This is an optimization exercise on Yosys and OpenROAD, whose aim is small area, not a production implementation.
In this exercise RTL edits were held to simulation tests only and were not proved equivalent to the original.

alpha:
## pdm_top
module pdm_top (
	input  logic          clk_i,
	input  logic          rstn_i,
	output logic          pdm_clk_o,
    input  logic  [1:0]   cfg_pdm_ch_mode_i,
    input  logic  [9:0]   cfg_pdm_decimation_i,
    input  logic  [2:0]   cfg_pdm_shift_i,
    input  logic          cfg_pdm_en_i,
	input  logic          pdm_ch0_i,
	input  logic          pdm_ch1_i,
	output logic   [15:0] pcm_data_o,
	output logic          pcm_data_valid_o,
	input  logic          pcm_data_ready_i
);
For scale: ~5400 cells after synthesis, about 39 I/O pins.
Settings: LEC_CHECK=0, CAP_MARGIN=20, CORE_MARGIN=2, CORE_UTILIZATION=65, CTS_BUF_LIST=sky130_fd_sc_hd__clkbuf_8, CTS_CLUSTER_DIAMETER=60, CTS_CLUSTER_SIZE=18, PLACE_DENSITY=0.75, SLEW_MARGIN=20; clock period 10.0 ns.
run.sh (not shown) runs the stock make flow with config.mk's settings and CLKGATE_MAP_FILE= SYNTH_SCRIPT=/design/flow/synth_recipe.tcl, a recipe that flattens the netlist after the stock synthesis.
What beta does differently from alpha at the input level:
diff --git a/flow/design.v b/flow/design.v
--- a/flow/design.v
+++ b/flow/design.v
@@ -2,32 +2,24 @@
   parameter W    = 26,
   parameter ARCH = 2
 ) (
   input  logic [W-1:0] a,
   input  logic [W-1:0] b,
   input  logic         ci,
   output logic [W-1:0] s,
   output logic         co
 );
   generate
     if (ARCH == 0) begin : g_plain
       assign {co, s} = {1'b0, a} + {1'b0, b} + {{W{1'b0}}, ci};
-    end else if (ARCH == 1) begin : g_ripple
-      logic [W:0] c;
-      assign c[0] = ci;
-      for (genvar i = 0; i < W; i++) begin : g_b
-        assign s[i]   = a[i] ^ b[i] ^ c[i];
-        assign c[i+1] = (a[i] & b[i]) | (c[i] & (a[i] ^ b[i]));
-      end
-      assign co = c[W];
     end else if (ARCH == 3) begin : g_cinc
       localparam K  = 9;
       localparam NB = (W + K - 1) / K;
       logic [W-1:0] r;
       logic [W-1:0] s0;
       logic [W-1:0] k;
       logic [NB:0] c;
       assign c[0] = ci;
       for (genvar j = 0; j < NB; j++) begin : g_blk
         localparam BL = j * K;
         localparam BH = (j * K + K > W) ? W - 1 : j * K + K - 1;
         assign r[BL] = 1'b0;
@@ -79,26 +71,25 @@
       for (genvar i = 0; i < W; i++) begin : g_cc
         assign c[i+1] = gf[i] | (pf[i] & ci);
       end
       assign s  = p[0] ^ c[W-1:0];
       assign co = c[W];
     end
   endgenerate
 endmodule
 module cic_integrator #(
   parameter WIDTH  = 51,
   parameter LO     = 26,
   parameter STAGES = 5,
-  parameter ARCH   = 2,
-  parameter HARCH  = 1
+  parameter ARCH   = 2
 ) (
   input  logic                  clk_i,
   input  logic                  sel3_i,
   input  logic                  sel1_i,
   input  logic                  dump_i,
   input  logic                  data_i,
   input  logic [STAGES-1:0]     lsb_i,   
   output logic [LO-1:0]         lo_o,    
   output logic [WIDTH-LO-1:0]   hi_o     
 );
   localparam HI = WIDTH - LO;
   logic [WIDTH-1:0] r_s0 [STAGES];
@@ -128,25 +119,25 @@
         assign s_in_lo = s_tap[i-1][LO-1:0];
         assign s_in_hi = r_s0[i-1][WIDTH-1:LO];
       end
       if (i == STAGES-1) begin : g_dump
         assign s_acc_lo = s_tap[i][LO-1:0] & {LO{~dump_i}};
         assign s_acc_hi = r_s0[i][WIDTH-1:LO] & {HI{~r_dump}};
       end else begin : g_keep
         assign s_acc_lo = s_tap[i][LO-1:0];
         assign s_acc_hi = r_s0[i][WIDTH-1:LO];
       end
       cic_add #(.W(LO), .ARCH(ARCH)) i_add_lo (
         .a(s_acc_lo), .b(s_in_lo), .ci(1'b0), .s(s_sum_lo), .co(s_co));
-      cic_add #(.W(HI), .ARCH(HARCH)) i_add_hi (
+      cic_add #(.W(HI), .ARCH(ARCH)) i_add_hi (
         .a(s_acc_hi), .b(s_in_hi), .ci(r_c[i]), .s(s_sum_hi), .co(s_co_hi));
       always_ff @(posedge clk_i) begin
         r_s0[i] <= {s_tap[i][WIDTH-1:LO], s_sum_lo};
         r_c[i]  <= s_co;
         r_s1[i] <= {s_sum_hi, r_s0[i][LO-1:0]};
         r_s2[i] <= r_s1[i];
         r_s3[i] <= r_s2[i];
       end
     end
   endgenerate
   assign lo_o = s_tap[STAGES-1][LO-1:0];
   assign hi_o = r_s0[STAGES-1][WIDTH-1:LO];
@@ -229,25 +220,25 @@
     r_q0[0] <= en_i ? s_win_lo : s_q[0];
   end
   generate
     for (i = 1; i < STAGES; i++) begin : g_fq
       always_ff @(posedge clk_i)
         r_q0[i] <= en_i ? s_q[i-1] : s_q[i];
     end
   endgenerate
   assign s_thi[0] = hi_i;
   generate
     for (i = 0; i < NP; i++) begin : g_g
       logic s_b_hi;
-      cic_add #(.W(HI), .ARCH(1)) i_sub_hi (
+      cic_add #(.W(HI), .ARCH(ARCH)) i_sub_hi (
         .a(s_thi[i]), .b(~r_c0[i][WIDTH-1:LO]), .ci(r_b[i]), .s(s_thi[i+1]), .co(s_b_hi));
       always_ff @(posedge clk_i)
         r_c1[i] <= {r_en ? s_thi[i] : r_c0[i][WIDTH-1:LO], r_c0[i][LO-1:0]};
     end
   endgenerate
   assign s_win_hi = window({s_thi[NP], {LO{1'b0}}}, shift_i);
   always_ff @(posedge clk_i) begin
     r_q1[0] <= (r_en ? (s_hi_mask & s_win_hi) | (~s_hi_mask & r_q0[0]) : r_q0[0]);
   end
   generate
     for (i = 1; i < STAGES; i++) begin : g_gq
       always_ff @(posedge clk_i)
@@ -262,25 +253,25 @@
     for (i = 0; i < STAGES; i++) begin : g_rq
       always_ff @(posedge clk_i) begin
         r_q2[i] <= r_q1[i];
         r_q3[i] <= r_q2[i];
       end
     end
   endgenerate
   assign data_o = s_q[STAGES-1];
 endmodule
 module varcic #(
   parameter STAGES = 5,
   parameter ACC_WIDTH = 51,
-  parameter LO = 38,
+  parameter LO = 26,
   parameter ARCH = 3
 ) (
   input  logic             clk_i,
   input  logic             rstn_i,
   input  logic             cfg_en_i,
   input  logic  [1:0]      cfg_ch_num_i,
   input  logic  [9:0]      cfg_decimation_i,
   input  logic  [2:0]      cfg_shift_i,
   input  logic             data_i,
   input  logic             data_valid_i,
   output logic [15:0]      data_o,
   output logic             data_valid_o
### Flow results
The setup skew after layout number comes out higher for alpha vs beta. beta leaves more setup margin than alpha. Count of filler cells inserted in the layout is higher on beta. Global-route usage: beta vs alpha down 0.71 points. Comparing synthesis-to-finish area growth for beta and alpha, the bigger number came from alpha. Relative to alpha, initial antenna violation count increased by 2 in beta. In beta, the share of the core filled with cells came out 0.50 points below the value in alpha. Number of tap instances grows slightly when moving from alpha to beta.

-- afterwards: timing with drivers on the ports --
No port has a modelled driver above. Below, the same layouts with a new extraction and two added sets of constraints.
Step 1, drivers: a clkbuf_16 drives clk_i and a buf_2 each remaining input, both assumed.
Step 2 adds t to the input delays and takes it off the output delays; t is the mean of the earliest and latest rising clock arrival at the registers after step 1. Input paths then give back, and output paths get back, about the clock's delay inside the block.
Three values: ideal, step 1, step 2; two values: the first two.
run	t (ns)	setup slack, ns	hold WS [ns]	clock arrival spread, ns	worst register clock-pin slew, ns
alpha	0.911	0.656 / 0.656 / 0.656	0.308 / 0.308 / 0.308	0.039 / 0.039	0.12 / 0.12
beta	0.911	1.491 / 1.491 / 1.491	0.318 / 0.318 / 0.318	0.035 / 0.035	0.11 / 0.11
After both steps every run listed still meets setup and hold.
